Source: an optimization exercise on an open RTL-to-GDS flow (aim: small area, a short achievable clock period and few clock cycles). Production flows keep margins and buffers that such runs may drop. Where RTL was checked, it was by simulation tests only, not by an equivalence proof against the original. For run 1, only the layout was checked, not whether the RTL still works. Power and IR drop assume default switching activity.

===== flow/config.mk =====
export PLATFORM = sky130hd
export DESIGN_NAME = mips_core
export DESIGN_NICKNAME = mips_core
export VERILOG_FILES = /design/flow/design.v
export SDC_FILE = /design/flow/constraint.sdc
export NUM_CORES = 4
export LEC_CHECK = 0
export ABC_CLOCK_PERIOD_IN_PS = 3000
export CAP_MARGIN = 20
export CORE_MARGIN = 2
export CORE_UTILIZATION = 55
export CTS_CLUSTER_DIAMETER = 60
export CTS_CLUSTER_SIZE = 30
export SLEW_MARGIN = 20
export SYNTH_HIERARCHICAL = 1
export SYNTH_MINIMUM_KEEP_SIZE = 0

===== flow/constraint.sdc =====
create_clock -name core_clock -period 10.0 [get_ports {clk}]
set_input_delay 2.0000 -clock core_clock [delete_from_list [all_inputs] [get_ports {clk}]]
set_output_delay 2.0000 -clock core_clock [all_outputs]
set_load 0.01 [all_outputs]

===== flow/design.v =====
module ao8 (
    input  [7:0] s,
    input  [7:0] d,
    output       y
);
assign y = |(s & d);
endmodule
module rf_read (
    input  [31:1]      sel,
    input              byp,
    input  [31:0]      bv,
    input  [32*32-1:0] q,       
    output [31:0]      y
);
wire [31:0] s = {sel, byp};
genvar j, k;
generate
    for (j = 0; j < 32; j = j + 1) begin : b
        wire [31:0] d;
        wire [3:0]  o;
        wire [1:0]  z;
        assign d[0] = bv[j];
        for (k = 1; k < 32; k = k + 1) begin : c
            assign d[k] = q[32*k + j];
        end
        for (k = 0; k < 4; k = k + 1) begin : g
            ao8 u (.s(s[8*k +: 8]), .d(d[8*k +: 8]), .y(o[k]));
        end
        g_nor2  u0 (.a(o[0]), .b(o[1]), .y(z[0]));
        g_nor2  u1 (.a(o[2]), .b(o[3]), .y(z[1]));
        g_nand2 u2 (.a(z[0]), .b(z[1]), .y(y[j]));
    end
endgenerate
endmodule
module g_nand3 (input a, input b, input c, output y); assign y = ~(a & b & c); endmodule
module g_nor3  (input a, input b, input c, output y); assign y = ~(a | b | c); endmodule
module rdec (
    input  [4:0]  r,
    input  [31:1] m,
    output [31:1] sel
);
wire [4:0] rn;
wire [3:0] pan;
wire [7:0] pbn;
genvar k;
generate
    for (k = 0; k < 5; k = k + 1) begin : iv
        g_inv u (.a(r[k]), .y(rn[k]));
    end
    for (k = 0; k < 4; k = k + 1) begin : pa
        g_nand2 u (.a(k[1] ? r[1] : rn[1]), .b(k[0] ? r[0] : rn[0]), .y(pan[k]));
    end
    for (k = 0; k < 8; k = k + 1) begin : pb
        g_nand3 u (.a(k[2] ? r[4] : rn[4]), .b(k[1] ? r[3] : rn[3]), .c(k[0] ? r[2] : rn[2]), .y(pbn[k]));
    end
    for (k = 1; k < 32; k = k + 1) begin : s
        g_nor3 u (.a(pan[k % 4]), .b(pbn[k / 4]), .c(m[k]), .y(sel[k]));
    end
endgenerate
endmodule
module eq5w (
    input  [4:0] a,
    input  [4:0] b,
    input        w,
    output       y
);
wire [4:0] e;
wire [1:0] n;
genvar k;
generate
    for (k = 0; k < 5; k = k + 1) begin : x
        g_xnor2 u (.a(a[k]), .b(b[k]), .y(e[k]));
    end
endgenerate
g_nand3 u0 (.a(e[0]), .b(e[1]), .c(e[2]), .y(n[0]));
g_nand3 u1 (.a(e[3]), .b(e[4]), .c(w), .y(n[1]));
g_nor2  u2 (.a(n[0]), .b(n[1]), .y(y));
endmodule
module g_nand2 (input a, input b, output y); assign y = ~(a & b); endmodule
module g_nor2  (input a, input b, output y); assign y = ~(a | b); endmodule
module g_and2  (input a, input b, output y); assign y = a & b; endmodule
module g_or2   (input a, input b, output y); assign y = a | b; endmodule
module g_xor2  (input a, input b, output y); assign y = a ^ b; endmodule
module g_inv   (input a, output y); assign y = ~a; endmodule
module g_a21oi (input a1, input a2, input b1, output y); assign y = ~((a1 & a2) | b1); endmodule
module g_o21ai (input a1, input a2, input b1, output y); assign y = ~((a1 | a2) & b1); endmodule
module ks_add #(parameter W = 32, parameter NOCI = 0) (
    input  [W-1:0] x,
    input  [W-1:0] y,
    input          ci,
    output [W-1:0] s,
    output         co
);
localparam integer LV = $clog2(W);
wire [W-1:0] gn0, tn0, p;
wire        g0b, t0b;
genvar i, l;
generate
    for (i = 0; i < W; i = i + 1) begin : pg
        g_xor2 u_p (.a(x[i]), .b(y[i]), .y(p[i]));
        g_nor2 u_t (.a(x[i]), .b(y[i]), .y(tn0[i]));
        if (i > 0 || NOCI) begin : gb
            g_nand2 u_g (.a(x[i]), .b(y[i]), .y(gn0[i]));
        end
    end
    if (!NOCI) begin : c0
        g_and2  u_g0 (.a(x[0]), .b(y[0]), .y(g0b));
        g_or2   u_t0 (.a(x[0]), .b(y[0]), .y(t0b));
        g_a21oi u_c0 (.a1(t0b), .a2(ci), .b1(g0b), .y(gn0[0]));
    end
endgenerate
wire [W-1:0] gv [0:LV];
wire [W-1:0] tv [0:LV];
assign gv[0] = gn0;
assign tv[0] = tn0;
generate
    for (l = 1; l <= LV; l = l + 1) begin : lv
        localparam integer D = 1 << (l - 1);
        for (i = 0; i < W; i = i + 1) begin : nd
            if (i < D) begin : pass
                g_inv u_i (.a(gv[l-1][i]), .y(gv[l][i]));
                assign tv[l][i] = 1'b0;
            end else if (l % 2 == 1) begin : oai
                g_o21ai u_g (.a1(tv[l-1][i]), .a2(gv[l-1][i-D]), .b1(gv[l-1][i]), .y(gv[l][i]));
                if (i >= 2 * D) begin : t
                    g_nor2 u_t (.a(tv[l-1][i]), .b(tv[l-1][i-D]), .y(tv[l][i]));
                end else begin : tz
                    assign tv[l][i] = 1'b0;
                end
            end else begin : aoi
                g_a21oi u_g (.a1(tv[l-1][i]), .a2(gv[l-1][i-D]), .b1(gv[l-1][i]), .y(gv[l][i]));
                if (i >= 2 * D) begin : t
                    g_nand2 u_t (.a(tv[l-1][i]), .b(tv[l-1][i-D]), .y(tv[l][i]));
                end else begin : tz
                    assign tv[l][i] = 1'b0;
                end
            end
        end
    end
endgenerate
generate
    for (i = 0; i < W; i = i + 1) begin : sm
        if (i == 0) begin : s0
            if (NOCI) begin : z
                assign s[0] = p[0];
            end else begin : c
                g_xor2 u_s (.a(p[0]), .b(ci), .y(s[0]));
            end
        end else if (LV % 2 == 1) begin : sp
            g_xor2 u_s (.a(p[i]), .b(gv[LV][i-1]), .y(s[i]));
        end else begin : sn
            g_xnor2 u_s (.a(p[i]), .b(gv[LV][i-1]), .y(s[i]));
        end
    end
    if (LV % 2 == 1) begin : cp
        assign co = gv[LV][W-1];
    end else begin : cn
        g_inv u_co (.a(gv[LV][W-1]), .y(co));
    end
endgenerate
endmodule
module g_nand4 (input a, input b, input c, input d, output y); assign y = ~(a & b & c & d); endmodule
module g_xnor2 (input a, input b, output y); assign y = ~(a ^ b); endmodule
module g_mux2  (input a, input b, input s, output y); assign y = s ? b : a; endmodule
module g_a21o  (input a1, input a2, input b1, output y); assign y = (a1 & a2) | b1; endmodule
module ne32 (
    input  [31:0] a,
    input  [31:0] b,
    output        ne
);
wire [31:0] e;
wire [7:0]  d4;
wire [3:0]  z8;
genvar i;
generate
    for (i = 0; i < 32; i = i + 1) begin : x
        g_xnor2 u (.a(a[i]), .b(b[i]), .y(e[i]));
    end
    for (i = 0; i < 8; i = i + 1) begin : n
        g_nand4 u (.a(e[4*i]), .b(e[4*i+1]), .c(e[4*i+2]), .d(e[4*i+3]), .y(d4[i]));
    end
    for (i = 0; i < 4; i = i + 1) begin : r
        g_nor2 u (.a(d4[2*i]), .b(d4[2*i+1]), .y(z8[i]));
    end
endgenerate
g_nand4 u_ne (.a(z8[0]), .b(z8[1]), .c(z8[2]), .d(z8[3]), .y(ne));
endmodule
module mips_core (
    input         clk,
    input         rst,         
    output [31:0] imem_addr,
    input  [31:0] imem_data,
    output [31:0] dmem_addr,
    output [31:0] dmem_wdata,
    output        dmem_we,
    input  [31:0] dmem_rdata
);
reg  [29:0] pc;                  
reg         r1;                  
reg         v2;                  
reg  [31:0] a2, b2;              
reg  [15:0] imm2;
reg         fla2, faa2;          
reg         flb2, fab2;          
reg         fly2, fay2;          
reg         imm_sel2, sub2, and2, or2, slt2, sa2;
reg         wr2, ld2, st2;
reg         bx2;                 
reg         k2;                  
reg  [4:0]  rd2;
reg  [29:0] alt2;                
reg  [31:0] res3, sd3;
reg  [4:0]  rd3;
reg         wr3, ld3, st3;
reg  [31:0] rf [1:31];
wire [31:0] wbv = ld3 ? dmem_rdata : res3;
wire [31:1] wm;                  
generate
    for (k = 1; k < 32; k = k + 1) begin : w
        assign wm[k] = wr3 & (rd3 == k);
        always @(posedge clk)
            if (wm[k]) rf[k] <= wbv;
    end
endgenerate
assign dmem_addr  = res3;
assign dmem_wdata = sd3;
assign dmem_we    = st3;
wire [31:0] A = fla2 ? dmem_rdata : faa2 ? res3 : a2;
wire [31:0] B = flb2 ? dmem_rdata : fab2 ? res3 : b2;
wire [31:0] Y = fly2 ? dmem_rdata : fay2 ? res3 :
                imm_sel2 ? {{16{imm2[15]}}, imm2} : b2;
wire [31:0] sum;
wire        cout;
ks_add #(32) u_add (.x(A), .y(Y ^ {32{sub2}}), .ci(sub2), .s(sum), .co(cout));
wire [31:0] lg = ({32{and2}} & A & Y) | ({32{or2}} & (A | Y)) |
                 {31'd0, slt2 & ~cout};
wire [31:0] res;
genvar k;
generate
    for (k = 0; k < 32; k = k + 1) begin : rs_
        g_a21o u (.a1(sa2), .a2(sum[k]), .b1(lg[k]), .y(res[k]));
    end
endgenerate
wire        ne;
ne32 u_ne (.a(A), .b(B), .ne(ne));
wire        misp = bx2 & (ne ^ k2);
always @(posedge clk) begin
    res3 <= res;
    sd3  <= B;
    rd3  <= rd2;
    ld3  <= ld2;
    wr3  <= ~rst & v2 & wr2;
    st3  <= ~rst & v2 & st2;
end
wire [31:0] ins = imem_data;
wire [5:0]  op  = ins[31:26];
wire [4:0]  rs  = ins[25:21];
wire [4:0]  rt  = ins[20:16];
wire [5:0]  fn  = ins[5:0];
wire        off0    = (ins[15:0] == 16'd0);    
wire        is_r    = (op == 6'b000000);
wire        is_addi = (op == 6'b001000);
wire        is_andi = (op == 6'b001100);
wire        is_lw   = (op == 6'b100011);
wire        is_sw   = (op == 6'b101011);
wire        is_beq  = (op == 6'b000100) & ~off0;
wire        is_bne  = (op == 6'b000101) & ~off0;
wire        is_j    = (op == 6'b000010);
wire        f_add = (fn == 6'b100000);
wire        f_sub = (fn == 6'b100010);
wire        f_or  = (fn == 6'b100101);
wire        f_slt = (fn == 6'b101010);
wire [4:0]  dst = is_r ? ins[15:11] : rt;
wire        wr  = (is_r | is_addi | is_andi | is_lw) & (dst != 5'd0);
wire        same = (rs == rt);
wire        beq_o   = (op == 6'b000100);
wire        bne_o   = (op == 6'b000101);
wire        pred = (beq_o & (same | ins[15])) | (bne_o & ~same);
wire [29:0] pc1  = pc + 30'd1;
wire [29:0] btgt;
wire        c16;
ks_add #(16, 1) u_btgt (.x(pc1[15:0]), .y(ins[15:0]), .ci(1'b0), .s(btgt[15:0]), .co(c16));
wire [13:0] hinc = pc1[29:16] + 14'd1;
wire [13:0] hdec = pc1[29:16] - 14'd1;
wire [13:0] hc1  = ins[15] ? pc1[29:16] : hinc;     
wire [13:0] hc0  = ins[15] ? hdec : pc1[29:16];     
generate
    for (k = 0; k < 14; k = k + 1) begin : bh
        g_mux2 u (.a(hc0[k]), .b(hc1[k]), .s(c16), .y(btgt[16 + k]));
    end
endgenerate
wire [29:0] jtgt = {pc1[29:26], ins[25:0]};
wire [31:1] sa, sb;
rdec u_da (.r(rs), .m(wm), .sel(sa));
rdec u_db (.r(rt), .m(wm), .sel(sb));
wire        bya, byb;
eq5w u_ea (.a(rs), .b(rd3), .w(wr3), .y(bya));
eq5w u_eb (.a(rt), .b(rd3), .w(wr3), .y(byb));
wire [32*32-1:0] rfq;
generate
    assign rfq[31:0] = 32'd0;
    for (k = 1; k < 32; k = k + 1) begin : q
        assign rfq[32*k +: 32] = rf[k];
    end
endgenerate
wire [31:0] ra, rb;
rf_read u_ra (.sel(sa), .byp(bya), .bv(wbv), .q(rfq), .y(ra));
rf_read u_rb (.sel(sb), .byp(byb), .bv(wbv), .q(rfq), .y(rb));
wire        hit_rs = v2 & wr2 & (rd2 == rs);
wire        hit_rt = v2 & wr2 & (rd2 == rt);
wire        v_next = ~rst & ~r1 & ~misp;
wire [29:0] pc_f  = is_j ? jtgt : pred ? btgt : pc1;
wire [29:0] pc_eq = rst ? 30'h3FFFFFFF : r1 ? 30'd0 : (bx2 & k2)  ? alt2 : pc_f;
wire [29:0] pc_ne = rst ? 30'h3FFFFFFF : r1 ? 30'd0 : (bx2 & ~k2) ? alt2 : pc_f;
wire [29:0] pc_n;
generate
    for (k = 0; k < 30; k = k + 1) begin : pm
        g_mux2 u (.a(pc_eq[k]), .b(pc_ne[k]), .s(ne), .y(pc_n[k]));
    end
endgenerate
always @(posedge clk) begin
    r1 <= rst;
    pc <= pc_n;
    v2       <= v_next;
    a2       <= ra;
    b2       <= rb;
    imm2     <= ins[15:0];
    fla2     <= hit_rs & ld2;
    faa2     <= hit_rs & ~ld2;
    flb2     <= hit_rt & ld2;
    fab2     <= hit_rt & ~ld2;
    fly2     <= hit_rt & ld2 & is_r;
    fay2     <= hit_rt & ~ld2 & is_r;
    imm_sel2 <= ~is_r;
    sa2      <= (~is_r & ~is_andi) | (is_r & (f_add | f_sub));
    sub2     <= is_r & (f_sub | f_slt);
    slt2     <= is_r & f_slt;
    or2      <= is_r & f_or;
    and2     <= is_andi | (is_r & ~f_add & ~f_sub & ~f_or & ~f_slt);
    wr2      <= wr;
    rd2      <= dst;
    ld2      <= is_lw;
    st2      <= is_sw;
    bx2      <= v_next & (is_beq | is_bne);
    k2       <= beq_o ^ pred;
    alt2     <= pred ? pc1 : btgt;
end
assign imem_addr = {pc, 2'b00};
endmodule

===== flow/flow/run.sh =====
#!/bin/bash
set -eo pipefail
mapfile -t extra < <(grep -v '^#' flow/extra_vars | grep -v '^\s*$')
bash standard.sh "${extra[@]}" finish > flow_standard.log 2>&1

===== flow/flow/extra_vars =====
SETUP_SLACK_MARGIN=6.6
TNS_END_PERCENT=10
BUFFER_PORTS_ARGS=-buffer_cell sky130_fd_sc_hd__buf_4

===== flow/standard.sh =====
#!/bin/bash
# synth_recipe.tcl (not shown) runs the flow's synth.tcl, then flattens the netlist and writes it again
# the make line also repeats each setting of config.mk as NAME=value (left out here)
make -C /OpenROAD-flow-scripts/flow DESIGN_CONFIG=/design/flow/config.mk WORK_HOME=/design/flow/orfs CLKGATE_MAP_FILE= SYNTH_SCRIPT=/design/flow/synth_recipe.tcl "${@:-finish}"

==> results_dict.tcl, run 1 <==
set metrics [dict create \
    synth_area_leaders "edfxtp_1 (52%), a22oi_1 (13%), dfxtp_1 (8.3%), nand4_1 (3.1%), nand2_1 (2.7%)" \
    p_comb_frac 0.182 \
    outcome "no timing/DRC/antenna violations" \
    postSynthAreaPerCell_sq_um 12.2 \
    ys_seq_area_frac 0.604 \
    switchingPower_mw 4.25 \
    tightest_slew_ps 1420 \
    use_met2 0.607 \
    fmax_mhz 262 \
    overflow 0 \
    critPathKind "in2reg" \
    p_int_mw 9.24 \
    vias_per_cell 7.08 \
    die_x_um 326 \
    slew_headroom 0.0527 \
    clock-root-buffer "clkbuf_16" \
    crit_arrival_ps 4330 \
    cp.required_ps 10520 \
    maxCapViolCount 0 \
    postCtsHoldBufs 0 \
    core_sq_um 103000 \
    fin_skew_ps 76.7 \
    area_growth_pct 17.8 \
    vdd_drop_max_mv 0.201 \
    place.gp.congestion 0.932 \
    fin_tns_setup_ps 0 \
    die_area_sq_um 107000 \
    path_clk_slew_ps 90 \
    seqPwrFrac 0.485 \
    ys_top_cells_by_count "a22oi_1 (1024), edfxtp_1 (992), nand2_1 (406), nor2_1 (348), nand4_1 (283)" \
    grt_util_met3 0.0945 \
    rsz0062_at_grt "yes" \
    gr-max-usage-layer "met2" \
    io_pins 163 \
    fp.dieH_um 326 \
    drive_gt1_frac 0.214 \
    antenna_found_initial 12 \
    dp_hpwl_mm 126 \
    fin_util 0.651 \
    end_kind "flip-flop" \
    synth_top_flop_cell "edfxtp_1" \
    clock-sinks 1228 \
    cts_tree "yes" \
    nNetsFinal 5138 \
    start_kind "input port" \
    synth.distinct_cells 71 \
    ys_ff_latch 1228 \
    hold_path_class "reg2reg" \
    grt_pass1_vias 43807 \
    routedWlPerCell_um 32.3 \
    clk_latency_ps 760 \
    syn_inst 4702 \
    final_max_slew_viol_count 0 \
    rows 118 \
    syn_area_sq_um 57200 \
    drt_pass1_iterations 6 \
    port_buffers 160 \
    p_per_area_nw_per_um2 200 \
    first_iter_violations 6977 \
    cts_buffer_depth 3 \
    leakagePower_nw 22.0 \
    grt_use_total 0.385 \
    htreeDepth 3 \
    ys_warn_count 10 \
    sw_frac_of_total 0.315 \
    final_area_sq_um 67300 \
    finalHoldViolCount 0 \
    grt_pass1_wl_mm 299 \
    num_vias 46327 \
    cp_max_fo 32 \
    p_clk_frac 0.333 \
    fin_crit_sh 0.381 \
    totalWireLength_mm 211 \
    gr-usage-met1 0.511 \
    dpl-instance-area_sq_um 61500 \
    synth-edff-count 992 \
    synth_top_area_share 0.521 \
    cts_buffers 103 \
    fin_crit_ps 3810 \
    grt_start_max_net_pins 68 \
    synth.most_common_cell "a22oi_1" \
    async_flop_share 0 \
    setup_viol 0 \
    drc 0 \
    postRouteAntennaNets 0 \
    start_util 0.553 \
    yosysTopAreaCell "edfxtp_1" \
]
[sequential cells by signal, summed over array words and instances, names as in the netlist, 5 cells and up]
name / cells
a2: 32
alt2: 30
b2: 32
imm2: 16
pc: 30
rd2: 5
rd3: 5
res3: 32
rf: 992
sd3: 32
[Yosys stat by module (local to each module, per instance), excerpt]
module / cells / cell area [sq um]
g_a21oi: 1 / 8.76
g_and2: 1 / 6.26
g_xor2: 1 / 8.76
g_nor2: 1 / 3.75
g_nand4: 1 / 6.26
g_nand3: 1 / 5.00
g_nand2: 1 / 3.75
mips_core: 2448 / 42000
g_mux2: 1 / 15.0
g_inv: 1 / 3.75
ao8: 5 / 36.3
g_a21o: 1 / 7.51
g_o21ai: 1 / 5.00
[layout by cell type (no fill, tap or decap), types with 12 or more instances in the layout]
master     count
inv_8         14
nand2b_1      39
a21oi_1       43
nor2_4        53
a21o_1        32
nand4_1      283
nand3_1       34
dfxtp_4       16
nand2_2       25
nor3_1        57
inv_6         13
dfxtp_1      208
mux2i_1       80
a21oi_2       93
mux2_4        44
clkinv_8      26
xnor2_1      108
dfxtp_2       12
clkbuf_16    105
a311oi_1      45
buf_4        329
o2bb2ai_1     17
nor2_2        39
o21ai_1       80
edfxtp_1     992
inv_1         87
mux2_2        37
o21ai_2       49
a22oi_1     1024
o21ai_0      103
xor2_1       103
nand2_1      372
o211ai_1      22
xnor2_2       18
nor2_1       257
buf_6         21
nor3_4        66
[cell families after synthesis]
family                   synth area share
AO/OA/AOI/OAI                       0.194
XOR/XNOR                           0.0373
adder cells (fa/ha/maj)          0.000657
buffers and inverters              0.0134
flip-flops                          0.604
multiplexers                       0.0353
other                           0.0000656
AND/OR/NAND/NOR                     0.116
[worst max-delay path, stage by stage]
cell and delay [ps]:
buf_4 170, inv_1 120, nand3_1 460, nor3_4 80, buf_4 340, a22oi_1 270
nand4_1 120, nor2_1 370, nand2_1 350
[through the flow]
step	hold slack, ps	std cells	worst slack [ps]	power, mW
2_1_floorplan	375	4703	5060	7.80
3_3_place_gp	391	6268	4850	8.85
3_5_place_dp	392	6268	5100	8.89
4_1_cts	404	6515	6370	13.4
5_1_grt	402	6540	6240	13.9
6_report	399	6542	6190	13.5
[cell type report]
class | instances | area [sq um]
Fill cell | 7854 | 36000
Sequential cell | 1228 | 34600
Multi-Input combinational cell | 3278 | 23800
Timing Repair Buffer | 363 | 3000
Clock buffer | 110 | 2660
Tap cell | 1380 | 1730
Clock inverter | 84 | 1220
Inverter | 95 | 360
Antenna cell | 4 | 10.0
[power by group through the flow]
stage	Clock, mW	Combinational, mW	Sequential (mW)
after floorplan	0	1.25	6.54
after global placement	0	2.22	6.63
after detailed placement	0	2.25	6.63
after CTS	4.52	2.34	6.53
after global routing	4.71	2.59	6.56
final	4.49	2.46	6.54
[metal layers]
| metal | vias to the layer above | share of wire |
|---|---|---|
| met1 | 22793 | 0.37 |
| met4 | 6 | 0.045 |
| li1 | 19684 | - |
| met2 | 3228 | 0.46 |
| met5 | - | 0.00021 |
| met3 | 616 | 0.12 |
[worst paths after layout]
kind / start / endpoint / slack [ps] / cells past startpoint
worst max register to register: wr3 / a2[25] / 6320 / 10
worst min register to register: rd2[3] / rd3[3] / 400 / 0
worst min-delay path: rd2[3] / rd3[3] / 400 / 0
worst max-delay path: imem_data[20] / b2[0] / 6190 / 9
[repair_timing]
| action | 4_1_cts | 5_1_grt |
|---|---|---|
| setup endpoints to repair | 167 | 137 |
| hold endpoints to repair | 0 | 0 |
| resized for setup | 163 | 141 |
| pin swaps | 47 | 56 |
| cloned | 5 | 0 |
| buffers inserted | 48 | 23 |
==> run 2: changes to the inputs <==
--- a/flow/design.v
+++ b/flow/design.v
@@ -91,7 +91,7 @@
     output [W-1:0] s,
     output         co
 );
-localparam integer LV = $clog2(W);
+localparam integer LV = (W > 16) ? 5 : (W > 8) ? 4 : (W > 4) ? 3 : (W > 2) ? 2 : 1;
 wire [W-1:0] gn0, tn0, p;
 wire        g0b, t0b;
 genvar i, l;
@@ -309,13 +309,23 @@
 wire        hit_rs = v2 & wr2 & (rd2 == rs);
 wire        hit_rt = v2 & wr2 & (rd2 == rt);
 wire        v_next = ~rst & ~r1 & ~misp;
-wire [29:0] pc_f  = is_j ? jtgt : pred ? btgt : pc1;
-wire [29:0] pc_eq = rst ? 30'h3FFFFFFF : r1 ? 30'd0 : (bx2 & k2)  ? alt2 : pc_f;
-wire [29:0] pc_ne = rst ? 30'h3FFFFFFF : r1 ? 30'd0 : (bx2 & ~k2) ? alt2 : pc_f;
-wire [29:0] pc_n;
+wire [29:0] pc_nj = is_j ? jtgt : pc1;
+wire [13:0] ph1   = pred ? hc1 : pc_nj[29:16];
+wire [13:0] ph0   = pred ? hc0 : pc_nj[29:16];
+wire        feq   = rst | r1 | (bx2 & k2);
+wire        fne   = rst | r1 | (bx2 & ~k2);
+wire [29:0] altx  = rst ? 30'h3FFFFFFF : r1 ? 30'd0 : alt2;
+wire [29:0] pc_f, pc_eq, pc_ne, pc_n;
 generate
     for (k = 0; k < 30; k = k + 1) begin : pm
-        g_mux2 u (.a(pc_eq[k]), .b(pc_ne[k]), .s(ne), .y(pc_n[k]));
+        if (k < 16) begin : lo
+            g_mux2 uf (.a(pc_nj[k]), .b(btgt[k]), .s(pred), .y(pc_f[k]));
+        end else begin : hi
+            g_mux2 uf (.a(ph0[k-16]), .b(ph1[k-16]), .s(c16), .y(pc_f[k]));
+        end
+        g_mux2 ue (.a(pc_f[k]), .b(altx[k]), .s(feq), .y(pc_eq[k]));
+        g_mux2 un (.a(pc_f[k]), .b(altx[k]), .s(fne), .y(pc_ne[k]));
+        g_mux2 u  (.a(pc_eq[k]), .b(pc_ne[k]), .s(ne), .y(pc_n[k]));
     end
 endgenerate
 always @(posedge clk) begin
--- a/flow/config.mk
+++ b/flow/config.mk
@@ -9,8 +9,8 @@
 export CAP_MARGIN = 20
 export CORE_MARGIN = 2
 export CORE_UTILIZATION = 55
-export CTS_CLUSTER_DIAMETER = 60
-export CTS_CLUSTER_SIZE = 30
+export CTS_CLUSTER_DIAMETER = 80
+export CTS_CLUSTER_SIZE = 25
 export SLEW_MARGIN = 20
 export SYNTH_HIERARCHICAL = 1
 export SYNTH_MINIMUM_KEEP_SIZE = 0
==> results_dict.tcl, run 2 <==
set metrics [dict create \
    outcome "no timing/DRC/antenna violations" \
    drc 0 \
    final_max_slew_viol_count 0 \
    tightest_slew_ps 1230 \
    fp.dieH_um 329 \
    totalWireLength_mm 214 \
    finalHoldViolCount 0 \
    regToRegEndpoint "pc[29]" \
    whs_path_depth 0 \
    ys_warn_count 10 \
    rr_worst_depth 10 \
    largest-register "rf" \
    vdd_drop_max_mv 0.176 \
    cp_max_fo 17 \
    ys_ff_latch 1228 \
    clock-root-buffer "clkbuf_16" \
    fin_util 0.630 \
    seq_area_sq_um 34500 \
    fmax_mhz 264 \
    path_clk_slew_ps 90 \
    start_util 0.553 \
    place_ws_ps 4680 \
    drt_pass1_iterations 7 \
    die_area_sq_um 108000 \
    cts_buffer_depth 3 \
    cpPeakStageDelay_ps 350 \
    path_cells "buf_12 -> xor2_2 -> nor3_2 -> a211o_1 -> nand3_4 -> clkinvlp_4 -> buf_6 -> mux2_2 -> mux2_4 -> mux2_4 -> mux2_4" \
    fin_crit_sh 0.379 \
    postRouteAntennaNets 0 \
    final_cell_mix "a22oi_1 (1025), edfxtp_1 (992), nand2_1 (340), nor2_1 (290), nand4_1 (281)" \
    clk_latency_ps 700 \
    nNetsFinal 5093 \
    setup_viol 0 \
    final_common_cell "a22oi_1" \
    ys_top_cells_by_count "a22oi_1 (1025), edfxtp_1 (992), nand2_1 (367), nor2_1 (360), nand4_1 (281)" \
    maxCapViolCount 0 \
    leakagePower_nw 21.8 \
    fin_skew_ps 45.4 \
    path_buf_inv 3 \
    cts_buffers 67 \
    num_vias 46121 \
    synth-edff-count 992 \
    hold_path_class "reg2reg" \
    grt_pass1_wl_mm 301 \
    io_pins 163 \
    synth_top_area_share 0.513 \
    syn_area_sq_um 58100 \
    hold_start "rd2[1]" \
    end_kind "flip-flop" \
    first_iter_violations 6948 \
    reg2reg_slack_ps 6360 \
    nFillCells 8131 \
    cts_tree "yes" \
    crit_arrival_ps 4350 \
    routedWlPerCell_um 33.2 \
    rows 119 \
    postCtsHoldBufs 0 \
    fin_tns_setup_ps 0 \
    stdcell_count 6454 \
    drive_gt1_frac 0.198 \
    grt_pass1_vias 43352 \
    rsz0062_at_grt "yes" \
    synth_area_leaders "edfxtp_1 (51%), a22oi_1 (13%), dfxtp_1 (8.1%), mux2_4 (3.5%), nand4_1 (3.0%)" \
    critPathKind "in2reg" \
    grt_use_total 0.387 \
    reg2reg_from "pc[17]" \
    port_buffers 160 \
    dp_hpwl_mm 128 \
    htreeDepth 3 \
    grt_start_max_net_pins 65 \
    synth_top_flop_cell "edfxtp_1" \
    ys_seq_area_frac 0.594 \
    async_flop_share 0 \
    clock-sinks 1228 \
    min_to "rd3[1]" \
    cp_common_cell "mux2_4" \
    largest_reg_flops 992 \
    syn_inst 4712 \
    worst_path_max_delay_cell "mux2_2" \
    p_per_area_nw_per_um2 193 \
    cp.required_ps 10560 \
    slew_headroom 0.178 \
    area_growth_pct 13.9 \
    postSynthAreaPerCell_sq_um 12.3 \
    layout_setup_ws_ps 6210 \
    synth.most_common_cell "a22oi_1" \
    dp.cells 6307 \
    synth.distinct_cells 78 \
    overflow 0 \
    vias_per_cell 7.15 \
    fin_crit_ps 3790 \
    yosysTopAreaCell "edfxtp_1" \
    antenna_found_initial 10 \
    place.gp.congestion 0.923 \
    core_sq_um 105000 \
    cp_top_family "multiplexers" \
    die_x_um 329 \
    multi_input_area_sq_um 24400 \
    start_kind "input port" \
]
## run 2: power breakdown
group          leakage, nW  internal (mW)  total, mW  switching, mW
combinational         9.90           1.04       3.01           1.97
clock                0.998           1.33       3.10           1.77
sequential            10.9           6.31       6.63          0.314
## run 2: modules after synthesis (local to each module, per instance), excerpt
module	cells inside	flip-flops and latches
g_nand3	1	0
ao8	5	0
mips_core	2368	1228
g_inv	1	0
g_xor2	1	0
g_nand2	1	0
g_o21ai	1	0
g_nor2	1	0
g_and2	1	0
g_nor3	1	0
g_mux2	1	0
g_a21oi	1	0
g_a21o	1	0
g_xnor2	1	0
g_or2	1	0
g_nand4	1	0
## run 2: worst reg2reg max path: cells and delay by family (launching register included)
| kind | cells | cell delay [ps] |
|---|---|---|
| AO/OA/AOI/OAI | 1 | 240 |
| AND/OR/NAND/NOR | 5 | 1770 |
| XOR/XNOR | 1 | 180 |
| multiplexers | 3 | 810 |
| flip-flops | 1 | 530 |
## run 2: repair_timing
action                                  CTS  global route
pin swaps                                19            27
gates resized for setup                  83           214
setup buffers                            34             2
hold endpoints to repair                  0             0
cloned                                    3             0
endpoints found under the setup margin  147           154
## run 2: how the worst max path moves through the flow
stage	start	to	slack (ps)	depth (start not counted)
floorplan	dmem_rdata[13]	bx2	5140	10
global placement	imem_data[25]	pc[29]	4690	13
detailed placement	imem_data[25]	pc[29]	4680	13
CTS	imem_data[29]	pc[29]	6300	13
global route	imem_data[18]	pc[16]	6160	13
finish	imem_data[25]	pc[21]	6210	11
## run 2: cell families after synthesis
logic type | synth area share
AOI/OAI and AO/OA | 0.188
xor gates and xnor gates | 0.0363
adders and majority gates | 0.000646
buffers and inverters | 0.0133
DFF | 0.594
muxes | 0.0597
other | 0.0000645
and+or+nand+nor | 0.108
## run 2: layer usage
metal  vias to the layer above  global-route usage  part of all wire
met5                         -                   0           0.00019
met4                         6               0.167             0.045
met3                       572              0.0910              0.12
met2                      3236               0.603              0.45
met1                     22868               0.520              0.38
li1                      19439                   -                 -
## run 2: area by class of cell
class,count,share of cell area
Clock inverter,22,0.00448
Sequential cell,1228,0.522
Inverter,99,0.00575
Antenna cell,3,0.000113
Tap cell,1391,0.0263
Multi-Input combinational cell,3296,0.369
Timing Repair Buffer,332,0.0456
Clock buffer,83,0.0266
## run 2: per-stage QoR
| stage | hold slack [ps] | cell area (sq um) | total power, mW |
|---|---|---|---|
| floorplan | 375 | 58300 | 8.36 |
| global placement | 390 | 62500 | 9.52 |
| detailed placement | 388 | 62500 | 9.56 |
| CTS | 407 | 65400 | 12.6 |
| global route | 418 | 66200 | 13.1 |
| finish | 409 | 66200 | 12.7 |
Testbench counts of run 2, summed over its fixed seeds: cycles 35,934.
==> run 3: changes to the inputs <==
--- a/flow/design.v
+++ b/flow/design.v
@@ -84,14 +84,13 @@
 module g_inv   (input a, output y); assign y = ~a; endmodule
 module g_a21oi (input a1, input a2, input b1, output y); assign y = ~((a1 & a2) | b1); endmodule
 module g_o21ai (input a1, input a2, input b1, output y); assign y = ~((a1 | a2) & b1); endmodule
-module ks_add #(parameter W = 32, parameter NOCI = 0) (
+module ks_add #(parameter W = 32) (
     input  [W-1:0] x,
     input  [W-1:0] y,
     input          ci,
     output [W-1:0] s,
     output         co
 );
-localparam integer LV = (W > 16) ? 5 : (W > 8) ? 4 : (W > 4) ? 3 : (W > 2) ? 2 : 1;
 wire [W-1:0] gn0, tn0, p;
 wire        g0b, t0b;
 genvar i, l;
@@ -99,22 +98,20 @@
     for (i = 0; i < W; i = i + 1) begin : pg
         g_xor2 u_p (.a(x[i]), .b(y[i]), .y(p[i]));
         g_nor2 u_t (.a(x[i]), .b(y[i]), .y(tn0[i]));
-        if (i > 0 || NOCI) begin : gb
+        if (i > 0) begin : gb
             g_nand2 u_g (.a(x[i]), .b(y[i]), .y(gn0[i]));
         end
     end
-    if (!NOCI) begin : c0
-        g_and2  u_g0 (.a(x[0]), .b(y[0]), .y(g0b));
-        g_or2   u_t0 (.a(x[0]), .b(y[0]), .y(t0b));
-        g_a21oi u_c0 (.a1(t0b), .a2(ci), .b1(g0b), .y(gn0[0]));
-    end
 endgenerate
-wire [W-1:0] gv [0:LV];
-wire [W-1:0] tv [0:LV];
+g_and2  u_g0 (.a(x[0]), .b(y[0]), .y(g0b));
+g_or2   u_t0 (.a(x[0]), .b(y[0]), .y(t0b));
+g_a21oi u_c0 (.a1(t0b), .a2(ci), .b1(g0b), .y(gn0[0]));
+wire [W-1:0] gv [0:5];
+wire [W-1:0] tv [0:5];
 assign gv[0] = gn0;
 assign tv[0] = tn0;
 generate
-    for (l = 1; l <= LV; l = l + 1) begin : lv
+    for (l = 1; l <= 5; l = l + 1) begin : lv
         localparam integer D = 1 << (l - 1);
         for (i = 0; i < W; i = i + 1) begin : nd
             if (i < D) begin : pass
@@ -141,27 +138,16 @@
 generate
     for (i = 0; i < W; i = i + 1) begin : sm
         if (i == 0) begin : s0
-            if (NOCI) begin : z
-                assign s[0] = p[0];
-            end else begin : c
-                g_xor2 u_s (.a(p[0]), .b(ci), .y(s[0]));
-            end
-        end else if (LV % 2 == 1) begin : sp
-            g_xor2 u_s (.a(p[i]), .b(gv[LV][i-1]), .y(s[i]));
+            g_xor2 u_s (.a(p[0]), .b(ci), .y(s[0]));
         end else begin : sn
-            g_xnor2 u_s (.a(p[i]), .b(gv[LV][i-1]), .y(s[i]));
+            g_xor2 u_s (.a(p[i]), .b(gv[5][i-1]), .y(s[i]));
         end
     end
-    if (LV % 2 == 1) begin : cp
-        assign co = gv[LV][W-1];
-    end else begin : cn
-        g_inv u_co (.a(gv[LV][W-1]), .y(co));
-    end
 endgenerate
+assign co = gv[5][W-1];
 endmodule
 module g_nand4 (input a, input b, input c, input d, output y); assign y = ~(a & b & c & d); endmodule
 module g_xnor2 (input a, input b, output y); assign y = ~(a ^ b); endmodule
-module g_mux2  (input a, input b, input s, output y); assign y = s ? b : a; endmodule
 module g_a21o  (input a1, input a2, input b1, output y); assign y = (a1 & a2) | b1; endmodule
 module ne32 (
     input  [31:0] a,
@@ -278,17 +264,8 @@
 wire        pred = (beq_o & (same | ins[15])) | (bne_o & ~same);
 wire [29:0] pc1  = pc + 30'd1;
 wire [29:0] btgt;
-wire        c16;
-ks_add #(16, 1) u_btgt (.x(pc1[15:0]), .y(ins[15:0]), .ci(1'b0), .s(btgt[15:0]), .co(c16));
-wire [13:0] hinc = pc1[29:16] + 14'd1;
-wire [13:0] hdec = pc1[29:16] - 14'd1;
-wire [13:0] hc1  = ins[15] ? pc1[29:16] : hinc;     
-wire [13:0] hc0  = ins[15] ? hdec : pc1[29:16];     
-generate
-    for (k = 0; k < 14; k = k + 1) begin : bh
-        g_mux2 u (.a(hc0[k]), .b(hc1[k]), .s(c16), .y(btgt[16 + k]));
-    end
-endgenerate
+wire        btgt_co;
+ks_add #(30) u_btgt (.x(pc), .y({{14{ins[15]}}, ins[15:0]}), .ci(1'b1), .s(btgt), .co(btgt_co));
 wire [29:0] jtgt = {pc1[29:26], ins[25:0]};
 wire [31:1] sa, sb;
 rdec u_da (.r(rs), .m(wm), .sel(sa));
@@ -309,28 +286,20 @@
 wire        hit_rs = v2 & wr2 & (rd2 == rs);
 wire        hit_rt = v2 & wr2 & (rd2 == rt);
 wire        v_next = ~rst & ~r1 & ~misp;
-wire [29:0] pc_nj = is_j ? jtgt : pc1;
-wire [13:0] ph1   = pred ? hc1 : pc_nj[29:16];
-wire [13:0] ph0   = pred ? hc0 : pc_nj[29:16];
-wire        feq   = rst | r1 | (bx2 & k2);
-wire        fne   = rst | r1 | (bx2 & ~k2);
-wire [29:0] altx  = rst ? 30'h3FFFFFFF : r1 ? 30'd0 : alt2;
-wire [29:0] pc_f, pc_eq, pc_ne, pc_n;
-generate
-    for (k = 0; k < 30; k = k + 1) begin : pm
-        if (k < 16) begin : lo
-            g_mux2 uf (.a(pc_nj[k]), .b(btgt[k]), .s(pred), .y(pc_f[k]));
-        end else begin : hi
-            g_mux2 uf (.a(ph0[k-16]), .b(ph1[k-16]), .s(c16), .y(pc_f[k]));
-        end
-        g_mux2 ue (.a(pc_f[k]), .b(altx[k]), .s(feq), .y(pc_eq[k]));
-        g_mux2 un (.a(pc_f[k]), .b(altx[k]), .s(fne), .y(pc_ne[k]));
-        g_mux2 u  (.a(pc_eq[k]), .b(pc_ne[k]), .s(ne), .y(pc_n[k]));
-    end
-endgenerate
 always @(posedge clk) begin
     r1 <= rst;
-    pc <= pc_n;
+    if (rst)
+        pc <= 30'h3FFFFFFF;
+    else if (r1)
+        pc <= 30'd0;
+    else if (misp)
+        pc <= alt2;
+    else if (is_j)
+        pc <= jtgt;
+    else if (pred)
+        pc <= btgt;
+    else
+        pc <= pc1;
     v2       <= v_next;
     a2       <= ra;
     b2       <= rb;
==> results_dict.tcl, run 3 <==
set metrics [dict create \
    outcome "no timing/DRC/antenna violations" \
    largest_reg_flops 992 \
    final_cell_mix "a22oi_1 (1022), edfxtp_1 (992), nand2_1 (309), nor2_1 (289)" \
    antenna_found_initial 11 \
    totalWireLength_mm 209 \
    tightest_slew_ps 1110 \
    grt_start_max_net_pins 88 \
    place_ws_ps 5190 \
    routedWlPerCell_um 32.6 \
    die_x_um 324 \
    reg2reg_from "faa2" \
    clock-sinks 1228 \
    core_sq_um 102000 \
    cpPeakStageDelay_ps 330 \
    slew_headroom 0.263 \
    seq_area_sq_um 34500 \
    largest-register "rf" \
    end_kind "flip-flop" \
    fmax_mhz 277 \
    drc 0 \
    regToRegEndpoint "pc[25]" \
    num_vias 45412 \
    layout_setup_ws_ps 6390 \
    grt_use_total 0.381 \
    area_growth_pct 15.5 \
    postSynthAreaPerCell_sq_um 12.1 \
    nNetsFinal 5037 \
    fin_crit_ps 3610 \
    rsz0062_at_grt "yes" \
    setup_viol 0 \
    critPathKind "in2reg" \
    grt_pass1_wl_mm 293 \
    finalHoldViolCount 0 \
    syn_inst 4650 \
    start_kind "input port" \
    drive_gt1_frac 0.200 \
    hold_path_class "reg2reg" \
    cts_tree "yes" \
    port_buffers 160 \
    cp_top_family "simple AND/OR/NAND/NOR gates" \
    nFillCells 7884 \
    io_pins 163 \
    leakagePower_nw 21.0 \
    rr_worst_depth 13 \
    path_clk_slew_ps 100 \
    htreeDepth 2 \
    path_buf_inv 3 \
    hold_start "rd2[1]" \
    cts_buffers 60 \
    die_area_sq_um 105000 \
    clk_latency_ps 740 \
    cp_max_fo 32 \
    final_area_sq_um 65200 \
    overflow 0 \
    final_common_cell "a22oi_1" \
    final_max_slew_viol_count 0 \
    dpl-instance-area_sq_um 61700 \
    maxCapViolCount 0 \
    min_to "rd3[1]" \
    syn_area_sq_um 56500 \
    crit_arrival_ps 4150 \
    p_per_area_nw_per_um2 180 \
    vdd_drop_max_mv 0.192 \
    cts_buffer_depth 3 \
    fp.dieH_um 324 \
    multi_input_area_sq_um 23800 \
    whs_path_depth 0 \
    ys_warn_count 10 \
    postCtsHoldBufs 0 \
    cp.required_ps 10550 \
    dp_hpwl_mm 126 \
    vias_per_cell 7.10 \
    drt_pass1_iterations 6 \
    reg2reg_slack_ps 6540 \
    fin_tns_setup_ps 0 \
    grt_pass1_vias 42683 \
    worst_path_max_delay_cell "nor2_1" \
    fin_skew_ps 33.3 \
    fin_crit_sh 0.361 \
    power.total_mw 11.7 \
    start_util 0.554 \
    path_cells "buf_4 -> clkinvlp_4 -> nand2_8 -> nor3_4 -> buf_6 -> a22oi_1 -> nand4_1 -> nor2_1 -> nand2_1" \
    first_iter_violations 6667 \
    place.gp.congestion 0.938 \
    clock-root-buffer "clkbuf_16" \
    rows 117 \
    postRouteAntennaNets 0 \
]
## run 3: layer usage
metal | up-vias | track usage | wire (um)
met1 | 22510 | 0.501 | 76800
met3 | 516 | 0.0954 | 26400
met4 | 8 | 0.153 | 8360
li1 | 19209 | - | -
met5 | - | 0 | 49
met2 | 3169 | 0.607 | 96800
## run 3: what timing repair did
action | 4_1_cts | 5_1_grt
pin swaps | 34 | 71
gates resized for setup | 91 | 207
setup buffers | 29 | 27
cloned | 0 | 2
setup endpoints to repair | 173 | 185
## run 3: final cells by class
cell class,instances,area share
antenna,7,0.000269
clock buffer,97,0.0252
clock inverter,15,0.00320
inverter,96,0.00610
multi-input combinational,3244,0.365
sequential,1228,0.530
tap,1368,0.0262
timing repair buffer,340,0.0445
## run 3: worst register-to-register path: stages, from the launching register on
cell and delay, ps:
dfxtp_2 320, buf_4 560, mux2i_1 420, o21ai_4 130, xnor2_2 200, nand4_1 160, nor2_4 190, nand4_1 300
xor2_2 280, nand2_2 130, nand2b_4 100, nor2_4 250, o21ai_1 110, o31ai_1 230
## run 3: how the worst max path moves through the flow
stage	startpoint	to	slack, ps	cells after the start
6_report	imem_data[16]	b2[2]	6390	9
5_1_grt	dmem_rdata[2]	pc[22]	6400	13
4_1_cts	imem_data[25]	a2[2]	6440	9
3_5_place_dp	dmem_rdata[25]	pc[16]	5190	14
3_3_place_gp	dmem_rdata[25]	pc[16]	5160	14
2_1_floorplan	imem_data[23]	a2[0]	6260	7
## run 3: power breakdown
group | internal (mW) | leakage, nW | switching (mW)
logic | 0.693 | 9.19 | 1.67
clock network | 1.18 | 0.879 | 1.70
registers | 6.26 | 10.9 | 0.243
## run 3: per-stage QoR
| stage | instances | hold WS [ps] | utilization |
|---|---|---|---|
| after global routing | 6392 | 431 | 0.640 |
| after global placement | 6218 | 413 | 0.606 |
| final | 6395 | 436 | 0.640 |
| after floorplan | 4652 | 367 | - |
| after CTS | 6359 | 427 | 0.629 |
| after detailed placement | 6218 | 416 | 0.606 |
Testbench counts of run 3, summed over its fixed seeds: cycles 35,934.
==> run 4: changes to the inputs <==
==> flow/flow/extra_vars (replaced) <==
SETUP_SLACK_MARGIN=6.9
TNS_END_PERCENT=10
BUFFER_PORTS_ARGS=-buffer_cell sky130_fd_sc_hd__buf_4
==> results_dict.tcl, run 4 <==
set metrics [dict create \
    vias_per_cell 7.10 \
    dp_hpwl_mm 126 \
    area_growth_pct 18.5 \
    grt_use_total 0.382 \
    hold_ws_ps 435 \
    final_max_slew_viol_count 0 \
    drive_gt1_frac 0.222 \
    largest_reg_flops 992 \
    end_kind "flip-flop" \
    largest-register "rf" \
    die_x_um 324 \
    cts_buffer_depth 3 \
    dr.max_layer_used "met5" \
    rows 117 \
    first_iter_violations 6792 \
    fin_crit_sh 0.360 \
    routedWlPerCell_um 32.9 \
    htreeDepth 2 \
    port_buffers 160 \
    grt_start_max_net_pins 88 \
    hold_path_class "reg2reg" \
    met1_length_mm 78.3 \
    syn_area_sq_um 56500 \
    rr_worst_depth 13 \
    fin_tns_setup_ps 0 \
    io_pins 163 \
    outcome "no timing/DRC/antenna violations" \
    start_kind "input port" \
    totalWireLength_mm 213 \
    overflow 0 \
    final_common_cell "edfxtp_1" \
    syn_inst 4650 \
    postRouteAntennaNets 0 \
    fmax_mhz 277 \
    path_clk_slew_ps 100 \
    final_cell_mix "edfxtp_1 (992), a22oi_1 (984), nand2_1 (301), nor2_1 (285), nand4_1 (277)" \
    start_util 0.554 \
    maxCapViolCount 0 \
    antenna_found_initial 10 \
    vdd_drop_max_mv 0.190 \
    cp_max_fo 7 \
    cts_buffers 60 \
    core_sq_um 102000 \
    nNetsFinal 5110 \
    whs_path_depth 0 \
    die_area_sq_um 105000 \
    fin_skew_ps 36.9 \
    place.gp.congestion 0.938 \
    p_per_area_nw_per_um2 176 \
    setup_viol 0 \
    cp.required_ps 10640 \
    nFillCells 7666 \
    clock-sinks 1228 \
    tightest_slew_ps 1130 \
    wl_met2_mm 99.4 \
    clock-root-buffer "clkbuf_16" \
    slew_headroom 0.246 \
    fin_crit_ps 3600 \
    postCtsHoldBufs 0 \
    cts_tree "yes" \
    crit_arrival_ps 4240 \
    postSynthAreaPerCell_sq_um 12.1 \
    finalHoldViolCount 0 \
    wl_met3_mm 26.6 \
    drt_pass1_iterations 6 \
    ys_warn_count 10 \
    clk_latency_ps 750 \
    num_vias 45922 \
    critPathKind "in2reg" \
    drc 0 \
    rsz0062_at_grt "yes" \
    fp.dieH_um 324 \
    grt_pass1_vias 42804 \
    leakagePower_nw 21.6 \
    grt_pass1_wl_mm 294 \
]
-- run 4: final timing paths --
path	startpoint	end	slack, ps
min reg2reg	rd2[1]	rd3[1]	430
min	rd2[1]	rd3[1]	430
max	dmem_rdata[25]	pc[22]	6400
max reg2reg	flb2	pc[22]	6500
-- run 4: final cells by class --
class                      instances  area (sq um)  area share
antenna                            6          15.0    0.000224
clock buffer                      97          1640      0.0245
clock inverter                    15           209     0.00312
inverter                          96           398     0.00595
multi-input combinational       3243         24100       0.360
sequential                      1228         34500       0.516
tap                             1368          1710      0.0256
timing repair buffer             414          4300      0.0642
-- run 4: metrics by stage --
step           instances  area, sq um  worst slack, ps   util  power, mW
4_1_cts             6367        64300             6490  0.631       11.6
6_report            6467        66900             6400  0.657       11.8
2_1_floorplan       4652        57600             6260      -       7.71
3_5_place_dp        6218        61700             5190  0.606       8.78
3_3_place_gp        6218        61700             5160  0.606       8.76
5_1_grt             6465        66900             6380  0.657       12.1
-- run 4: timing repair --
action	4_1_cts	5_1_grt
endpoints found under the setup margin	251	254
pin swaps	45	123
gates resized for setup	120	438
cloned	2	11
setup buffers	35	83
-- run 4: worst max-delay path, stage by stage --
cell and delay [ps]:
buf_8 110, nand2_2 70, o21ai_4 90, xnor2_2 230, nand4_1 150, nor2_4 190
nand4_1 290, xor2_2 270, nand2_2 130, nand2b_4 100, nor2_4 210, o21ai_1 130
o31ai_1 250
-- run 4: per-layer routing --
metal / up-vias / track usage
li1: 19346 / -
met1: 22960 / 0.500
met2: 3088 / 0.608
met3: 518 / 0.100
met4: 10 / 0.154
met5: - / 0
-- run 4: where the power goes --
| part | total (mW) | internal (mW) | switching, mW | leakage, nW |
|---|---|---|---|---|
| logic | 2.41 | 0.724 | 1.69 | 9.80 |
| registers | 6.50 | 6.26 | 0.243 | 10.9 |
| clock network | 2.88 | 1.18 | 1.71 | 0.879 |
==> run 5: changes to the inputs <==
==> flow/flow/extra_vars (replaced) <==
SETUP_SLACK_MARGIN=6.3
TNS_END_PERCENT=10
BUFFER_PORTS_ARGS=-buffer_cell sky130_fd_sc_hd__buf_4
==> results_dict.tcl, run 5 <==
set metrics [dict create \
    outcome "no timing/DRC/antenna violations" \
    p_per_area_nw_per_um2 186 \
    final_max_slew_viol_count 0 \
    seqPwrFrac 0.546 \
    place.gp.congestion 0.958 \
    vdd_drop_max_mv 0.141 \
    core_sq_um 102000 \
    path_clk_slew_ps 100 \
    switchingPower_mw 3.66 \
    cts_buffer_depth 3 \
    clk_latency_ps 690 \
    setup_viol 0 \
    cp-endpoint "a2[1]" \
    grt_pass1_wl_mm 295 \
    p_clk_frac 0.263 \
    overflow 0 \
    clock-root-buffer "clkbuf_16" \
    finalHoldViolCount 0 \
    postRouteAntennaNets 0 \
    cp_common_cell "buf_4" \
    fin_crit_sh 0.391 \
    maxCapViolCount 0 \
    ys_warn_count 10 \
    grt_use_total 0.382 \
    postSynthAreaPerCell_sq_um 12.1 \
    reg2reg_slack_ps 6240 \
    nNetsFinal 5032 \
    fin_util 0.629 \
    die_area_sq_um 105000 \
    rsz0062_at_grt "yes" \
    leakagePower_nw 20.7 \
    grt_pass1_vias 42989 \
    final_cell_mix "a22oi_1 (1024), edfxtp_1 (992), nand2_1 (343), nor2_1 (338), buf_4 (307)" \
    num_vias 45879 \
    p_int_mw 8.26 \
    port_buffers 160 \
    dp_hpwl_mm 126 \
    first_iter_violations 7552 \
    drt_pass1_iterations 8 \
    htreeDepth 3 \
    io_pins 163 \
    largest-register "rf" \
    postCtsHoldBufs 0 \
    cts_tree "yes" \
    drive_gt1_frac 0.169 \
    reg2reg_from "rd3[1]" \
    rows 117 \
    clock-sinks 1228 \
    fmax_mhz 256 \
    antenna_found_initial 9 \
    sw_frac_of_total 0.307 \
    slew_headroom 0.244 \
    critPathKind "in2reg" \
    startpoint "imem_data[25]" \
    area_growth_pct 13.5 \
    largest_reg_flops 992 \
    fin_tns_setup_ps 0 \
    worst_path_max_delay_cell "nor2_1" \
    path_cells "buf_4 -> clkinvlp_4 -> nand3_2 -> nor3_4 -> buf_4 -> a22oi_1 -> nand4_1 -> nor2_1 -> nand2_1" \
    cpPeakStageDelay_ps 450 \
    fp.dieH_um 324 \
    grt_start_max_net_pins 88 \
    totalWireLength_mm 208 \
    final_common_cell "a22oi_1" \
    rr_worst_depth 9 \
    p_comb_frac 0.191 \
    fin_skew_ps 47.3 \
    cp_max_fo 27 \
    syn_area_sq_um 56500 \
    end_kind "flip-flop" \
    drc 0 \
    cts_buffers 66 \
    fin_crit_ps 3910 \
    routedWlPerCell_um 32.6 \
    die_x_um 324 \
    tightest_slew_ps 1130 \
    cp.required_ps 10490 \
    start_kind "input port" \
    hold_path_class "reg2reg" \
    crit_arrival_ps 4400 \
    regToRegEndpoint "a2[1]" \
    syn_inst 4650 \
    vias_per_cell 7.18 \
    start_util 0.554 \
]
[run 5: worst min path at each step]
stage	from	to	slack, ps	depth (start not counted)
after floorplan	ld2	ld3	370	0
after global placement	rd2[2]	rd3[2]	390	0
after detailed placement	rd2[2]	rd3[2]	390	0
after CTS	rd2[2]	rd3[2]	410	0
after global routing	rd2[2]	rd3[2]	410	0
final	rd2[2]	rd3[2]	410	0
[run 5: area by class of cell]
class | count | area [sq um]
timing repair buffer | 329 | 2630
tap | 1368 | 1710
inverter | 96 | 375
clock inverter | 23 | 313
antenna | 7 | 17.5
sequential | 1228 | 34500
multi-input combinational | 3244 | 22700
fill | 7995 | 37800
clock buffer | 97 | 1790
[run 5: routing by layer]
| layer | wire length, um | GRT usage |
|---|---|---|
| met3 | 27100 | 0.0958 |
| met2 | 94600 | 0.593 |
| met4 | 8530 | 0.148 |
| met1 | 77900 | 0.518 |
| met5 | 29 | 0 |
[run 5: worst max-delay path, delay by kind of cell]
kind	cells	cell delay (ps)
AND/OR/NAND/NOR	5	1320
buffers and inverters	3	800
AO/OA/AOI/OAI	1	250
[run 5: per-stage QoR]
step	std cells	power [mW]	instance area, sq um	setup WS [ps]	hold WS (ps)
after global routing	6388	12.2	64100	6140	415
after global placement	6215	8.71	60900	5160	393
after detailed placement	6215	8.73	60900	5070	390
final	6392	11.9	64100	6090	410
after floorplan	4652	7.67	56700	6220	367
after CTS	6351	11.8	63300	6200	407
[run 5: repair_timing]
| item | in CTS | in global routing |
|---|---|---|
| pin swaps | 17 | 43 |
| setup buffers | 15 | 33 |
| setup endpoints to repair | 122 | 100 |
| cloned | 1 | 1 |
| gates resized for setup | 39 | 131 |
[run 5: power groups by stage]
stage	Combinational, mW	Sequential [mW]	Clock [mW]
finish	2.28	6.51	3.13
global route	2.39	6.52	3.32
CTS	2.14	6.49	3.14
detailed placement	2.12	6.61	0
global placement	2.10	6.61	0
floorplan	1.15	6.52	0
==> run 6: changes to the inputs <==
==> flow/flow/extra_vars (replaced) <==
SETUP_SLACK_MARGIN=6.6
TNS_END_PERCENT=10
BUFFER_PORTS_ARGS=-buffer_cell sky130_fd_sc_hd__buf_4
--- a/flow/config.mk
+++ b/flow/config.mk
@@ -11,6 +11,7 @@
 export CORE_UTILIZATION = 55
 export CTS_CLUSTER_DIAMETER = 80
 export CTS_CLUSTER_SIZE = 25
+export PLACE_DENSITY = 0.7
 export SLEW_MARGIN = 20
 export SYNTH_HIERARCHICAL = 1
 export SYNTH_MINIMUM_KEEP_SIZE = 0
==> results_dict.tcl, run 6 <==
set metrics [dict create \
    leakagePower_nw 20.7 \
    postRouteAntennaNets 0 \
    finalHoldViolCount 0 \
    clock-sinks 1228 \
    crit_arrival_ps 4340 \
    largest-register "rf" \
    cts_tree "yes" \
    cts_buffers 61 \
    io_pins 163 \
    drc 0 \
    tightest_slew_ps 1150 \
    cts_buffer_depth 3 \
    cp_max_fo 7 \
    reg2reg_from "faa2" \
    fin_util 0.634 \
    antenna_found_initial 12 \
    clock-root-buffer "clkbuf_16" \
    drive_gt1_frac 0.185 \
    start_kind "input port" \
    fmax_mhz 271 \
    rsz0062_at_grt "yes" \
    critPathKind "in2reg" \
    cp.required_ps 10650 \
    final_max_slew_viol_count 0 \
    drt_pass1_iterations 7 \
    grt_pass1_vias 42821 \
    num_vias 45886 \
    htreeDepth 2 \
    path_clk_slew_ps 100 \
    nFillCells 7863 \
    vias_per_cell 7.23 \
    dp_hpwl_mm 121 \
    port_buffers 160 \
    final_cell_mix "a22oi_1 (1024), edfxtp_1 (992), nor2_1 (321), nand2_1 (318), nand4_1 (277)" \
    setup_viol 0 \
    rows 117 \
    area_growth_pct 14.5 \
    start_util 0.554 \
    outcome "no timing/DRC/antenna violations" \
    vdd_drop_max_mv 0.162 \
    overflow 0 \
    startpoint "dmem_rdata[6]" \
    grt_pass1_wl_mm 287 \
    nNetsFinal 5014 \
    routedWlPerCell_um 31.7 \
    fp.dieH_um 324 \
    totalWireLength_mm 201 \
    grt_start_max_net_pins 88 \
    hold_path_class "reg2reg" \
    maxCapViolCount 0 \
    hold_start "ld2" \
    grt_use_total 0.368 \
    fin_tns_setup_ps 0 \
    clk_latency_ps 750 \
    die_area_sq_um 105000 \
    stdcell_count 6349 \
    dp.cells 6221 \
    fin_skew_ps 55.9 \
    core_sq_um 102000 \
    fin_crit_ps 3690 \
    p_per_area_nw_per_um2 182 \
    place.gp.congestion 0.958 \
    end_kind "flip-flop" \
    final_common_cell "a22oi_1" \
    largest_reg_flops 992 \
    postCtsHoldBufs 0 \
    postSynthAreaPerCell_sq_um 12.1 \
    slew_headroom 0.232 \
    die_x_um 324 \
    syn_inst 4650 \
    ys_warn_count 10 \
    fin_crit_sh 0.369 \
    syn_area_sq_um 56500 \
    first_iter_violations 7520 \
]
[run 6: worst paths after layout]
kind                end  slack, ps  depth (start not counted)
hold / removal      ld3        410                          0
setup reg to reg  pc[7]       6370                         14
setup / recovery  pc[7]       6310                         14
hold reg to reg     ld3        410                          0
[run 6: repair_timing]
| item | CTS | global route |
|---|---|---|
| resized for setup | 85 | 117 |
| gates cloned | 1 | 0 |
| setup buffers | 19 | 11 |
| endpoints found under the setup margin | 167 | 182 |
| pin swaps | 36 | 50 |
[run 6: cell type report]
cell class                      count  area, sq um  area share
Antenna cell                        4         10.0    0.000155
Inverter                           96          398     0.00615
Sequential cell                  1228        34500       0.534
Clock buffer                       76         1580      0.0245
Multi-Input combinational cell   3243        23400       0.363
Timing Repair Buffer              317         2670      0.0413
Tap cell                         1368         1710      0.0265
Clock inverter                     17          300     0.00465
[run 6: report_power, final]
group	total [mW]	internal [mW]	switching, mW
Clock	2.92	1.22	1.71
Combinational	2.33	0.673	1.66
Sequential	6.49	6.26	0.226
Total	11.7	8.15	3.59
[run 6: metal layers]
metal  track usage  up-vias  wire [um]
met2         0.568     3714      90500
met4         0.160       10       8750
met5             0        -         70
met3        0.0942      585      28900
met1         0.496    22440      73100
li1              -    19137          -
[run 6: critical path: stages]
cell and delay [ps]:
buf_4 130, nand2_1 80, o21ai_2 110, xnor2_2 230
nand4_1 170, nor2_2 180, nand4_1 280, xor2_1 270
buf_4 160, a21oi_4 150, buf_6 170, buf_4 120
o21ai_0 70, o31ai_1 230
[run 6: through the flow]
stage               total power, mW  setup slack [ps]  hold slack, ps  area, sq um
finish                         11.7              6310             409        64600
global route                   12.0              6290             425        64600
CTS                            11.6              6450             414        64100
detailed placement             8.76              5180             394        61700
global placement               8.71              5200             386        61700
floorplan                      7.71              6260             367        57600
==> run 7: changes to the inputs <==
--- a/flow/design.v
+++ b/flow/design.v
@@ -148,6 +148,7 @@
 endmodule
 module g_nand4 (input a, input b, input c, input d, output y); assign y = ~(a & b & c & d); endmodule
 module g_xnor2 (input a, input b, output y); assign y = ~(a ^ b); endmodule
+module g_mux2  (input a, input b, input s, output y); assign y = s ? b : a; endmodule
 module g_a21o  (input a1, input a2, input b1, output y); assign y = (a1 & a2) | b1; endmodule
 module ne32 (
     input  [31:0] a,
@@ -286,20 +287,18 @@
 wire        hit_rs = v2 & wr2 & (rd2 == rs);
 wire        hit_rt = v2 & wr2 & (rd2 == rt);
 wire        v_next = ~rst & ~r1 & ~misp;
+wire [29:0] pc_f  = is_j ? jtgt : pred ? btgt : pc1;
+wire [29:0] pc_eq = rst ? 30'h3FFFFFFF : r1 ? 30'd0 : (bx2 & k2)  ? alt2 : pc_f;
+wire [29:0] pc_ne = rst ? 30'h3FFFFFFF : r1 ? 30'd0 : (bx2 & ~k2) ? alt2 : pc_f;
+wire [29:0] pc_n;
+generate
+    for (k = 0; k < 30; k = k + 1) begin : pm
+        g_mux2 u (.a(pc_eq[k]), .b(pc_ne[k]), .s(ne), .y(pc_n[k]));
+    end
+endgenerate
 always @(posedge clk) begin
     r1 <= rst;
-    if (rst)
-        pc <= 30'h3FFFFFFF;
-    else if (r1)
-        pc <= 30'd0;
-    else if (misp)
-        pc <= alt2;
-    else if (is_j)
-        pc <= jtgt;
-    else if (pred)
-        pc <= btgt;
-    else
-        pc <= pc1;
+    pc <= pc_n;
     v2       <= v_next;
     a2       <= ra;
     b2       <= rb;
--- a/flow/config.mk
+++ b/flow/config.mk
@@ -11,7 +11,6 @@
 export CORE_UTILIZATION = 55
 export CTS_CLUSTER_DIAMETER = 80
 export CTS_CLUSTER_SIZE = 25
-export PLACE_DENSITY = 0.7
 export SLEW_MARGIN = 20
 export SYNTH_HIERARCHICAL = 1
 export SYNTH_MINIMUM_KEEP_SIZE = 0
==> results_dict.tcl, run 7 <==
set metrics [dict create \
    cts_tree "yes" \
    fp.dieH_um 328 \
    p_int_mw 8.15 \
    vdd_drop_max_mv 0.188 \
    fin_crit_ps 3700 \
    nNetsFinal 5166 \
    dr.max_layer_used "met5" \
    final_area_sq_um 66400 \
    hold_path_class "reg2reg" \
    slew_headroom 0.0357 \
    clk_latency_ps 760 \
    cpPeakStageDelay_ps 730 \
    place_ws_ps 4620 \
    worst_path_max_delay_cell "dfxtp_1" \
    drt_pass1_iterations 6 \
    final_common_cell "a22oi_1" \
    fin_util 0.640 \
    fin_skew_ps 52.9 \
    postRouteAntennaNets 0 \
    layout_setup_ws_ps 6300 \
    largest-register "rf" \
    antenna_found_initial 9 \
    leakagePower_nw 21.4 \
    end_kind "output pin" \
    die_x_um 328 \
    grt_start_max_net_pins 65 \
    dp_hpwl_mm 129 \
    setup_viol 0 \
    place.gp.congestion 0.951 \
    maxCapViolCount 0 \
    wl_met2_mm 94.9 \
    grt_use_total 0.375 \
    start_kind "flip-flop" \
    largest_reg_flops 992 \
    grt_pass1_vias 43528 \
    sw_frac_of_total 0.309 \
    crit_arrival_ps 1700 \
    io_pins 163 \
    tightest_slew_ps 1450 \
    fmax_mhz 270 \
    start_util 0.556 \
    overflow 0 \
    ys_warn_count 10 \
    finalHoldViolCount 0 \
    dp.cells 6338 \
    totalWireLength_mm 208 \
    cp_top_family "flip-flops" \
    htreeDepth 2 \
    cp_max_fo 8 \
    cts_buffers 59 \
    fin_crit_sh 0.370 \
    dpl-instance-area_sq_um 62100 \
    rsz0062_at_grt "yes" \
    clock-root-buffer "clkbuf_16" \
    drc 0 \
    path_cells "buf_4" \
    final_cell_mix "a22oi_1 (1024), edfxtp_1 (992), nand2_1 (370), buf_4 (285), nand4_1 (277)" \
    final_max_slew_viol_count 0 \
    cp.required_ps 8000 \
    wl_met3_mm 25.8 \
    postSynthAreaPerCell_sq_um 12.1 \
    die_area_sq_um 107000 \
    port_buffers 160 \
    area_growth_pct 15.2 \
    path_buf_inv 1 \
    routedWlPerCell_um 32.0 \
    seqPwrFrac 0.551 \
    cts_buffer_depth 3 \
    stdcell_count 6522 \
    outcome "no timing/DRC/antenna violations" \
    drive_gt1_frac 0.205 \
    clock-sinks 1228 \
    rows 118 \
    first_iter_violations 7016 \
    grt_pass1_wl_mm 294 \
    p_per_area_nw_per_um2 178 \
    critPathKind "reg2out" \
    vias_per_cell 7.11 \
    fin_tns_setup_ps 0 \
    met1_length_mm 79.3 \
    num_vias 46393 \
    p_clk_frac 0.244 \
    syn_inst 4756 \
    p_comb_frac 0.205 \
    switchingPower_mw 3.64 \
    syn_area_sq_um 57600 \
    core_sq_um 104000 \
    path_clk_slew_ps 100 \
]
run 7: cell types whose count changed in the layout (fill, tap and decap cells not counted), sizes merged, moves of 17 or more:
cell	delta
a211o	+24
nand2b	+30
nand2	+25
o21ai	-22
o31a	-18
o2bb2ai	+17
nor3b	-19
buf	+53
o31ai	-37
a221o	+17
mux2i	+27
a21oi	-21
run 7: per-layer routing:
layer / up-vias / GRT usage
li1: 19703 / -
met1: 22916 / 0.514
met2: 3223 / 0.586
met3: 543 / 0.0815
met4: 8 / 0.150
met5: - / 0
run 7: final cells by class:
| class | instances | area (sq um) |
|---|---|---|
| diodes | 6 | 15.0 |
| fillers | 8087 | 37300 |
| inverters | 87 | 330 |
| clock buffers | 85 | 1620 |
| repair buffers | 374 | 3250 |
| multi-input cells | 3349 | 24700 |
| flip-flops and latches | 1228 | 34500 |
| well taps | 1380 | 1730 |
| clock inverters | 13 | 215 |
run 7: through the flow:
step	power [mW]	hold WS, ps
4_1_cts	11.6	408
3_5_place_dp	8.82	384
2_1_floorplan	7.74	367
5_1_grt	12.1	408
3_3_place_gp	8.79	387
6_report	11.8	405
run 7: repair_timing:
action,4_1_cts,5_1_grt
endpoints found under the setup margin,183,196
cloned,8,0
setup buffers,40,32
endpoints found under the hold margin,0,0
gates resized for setup,142,274
hold buffers,0,0
pin swaps,44,72
run 7: final timing paths:
kind	from	endpoint	slack, ps	cells after the start
max	pc[7]	imem_addr[9]	6300	1
min	rd2[3]	rd3[3]	400	0
max reg2reg	rd3[1]	b2[12]	6500	9
min reg2reg	rd2[3]	rd3[3]	400	0
run 7: power groups by stage:
stage | Clock, mW | Sequential [mW] | Combinational (mW)
finish | 2.87 | 6.49 | 2.42
global route | 3.05 | 6.50 | 2.56
floorplan | 0 | 6.52 | 1.21
detailed placement | 0 | 6.59 | 2.22
CTS | 2.89 | 6.48 | 2.27
global placement | 0 | 6.59 | 2.19
Testbench counts of run 7, summed over its fixed seeds: cycles 35,934.

-- re-timing with driven ports --
No port has a modelled driver above. Below, the same layouts with a new extraction and two added sets of constraints. Step 1 (the two cells are an assumption about what drives the block):
set clk [get_ports {clk}]
set_driving_cell -lib_cell sky130_fd_sc_hd__clkbuf_16 $clk
set_driving_cell -lib_cell sky130_fd_sc_hd__buf_2 [delete_from_list [all_inputs] $clk]
Step 2, shift: input delay + t, output delay - t, t = (earliest + latest rising clock arrival at the registers) / 2. This alone moves slack from input paths to output paths. Slacks: ideal ports / drivers / drivers and shift; pairs: ideal ports / drivers.
run | t, ns | setup WS [ns] | worst hold slack (ns) | worst slew at a driven data input, ns
run 1 | 0.799 | 6.189 / 6.238 / 5.439 | 0.399 / 0.399 / 0.399 | 0.11
run 2 | 0.751 | 6.210 / 6.189 / 5.438 | 0.409 / 0.409 / 0.409 | 0.17
run 3 | 0.802 | 6.395 / 6.381 / 5.640 | 0.436 / 0.436 / 0.436 | 0.12
run 4 | 0.803 | 6.396 / 6.407 / 5.603 | 0.435 / 0.435 / 0.435 | 0.12
run 5 | 0.746 | 6.093 / 6.070 / 5.324 | 0.410 / 0.410 / 0.410 | 0.12
run 6 | 0.794 | 6.306 / 6.295 / 5.501 | 0.409 / 0.409 / 0.409 | 0.15
run 7 | 0.801 | 6.300 / 6.230 / 5.546 | 0.405 / 0.405 / 0.405 | 0.15
After both steps setup and hold are still met in every run listed. For run 6, which loses most, drivers alone change the setup slack by -0.011 ns; drivers and shift together by -0.805 ns.
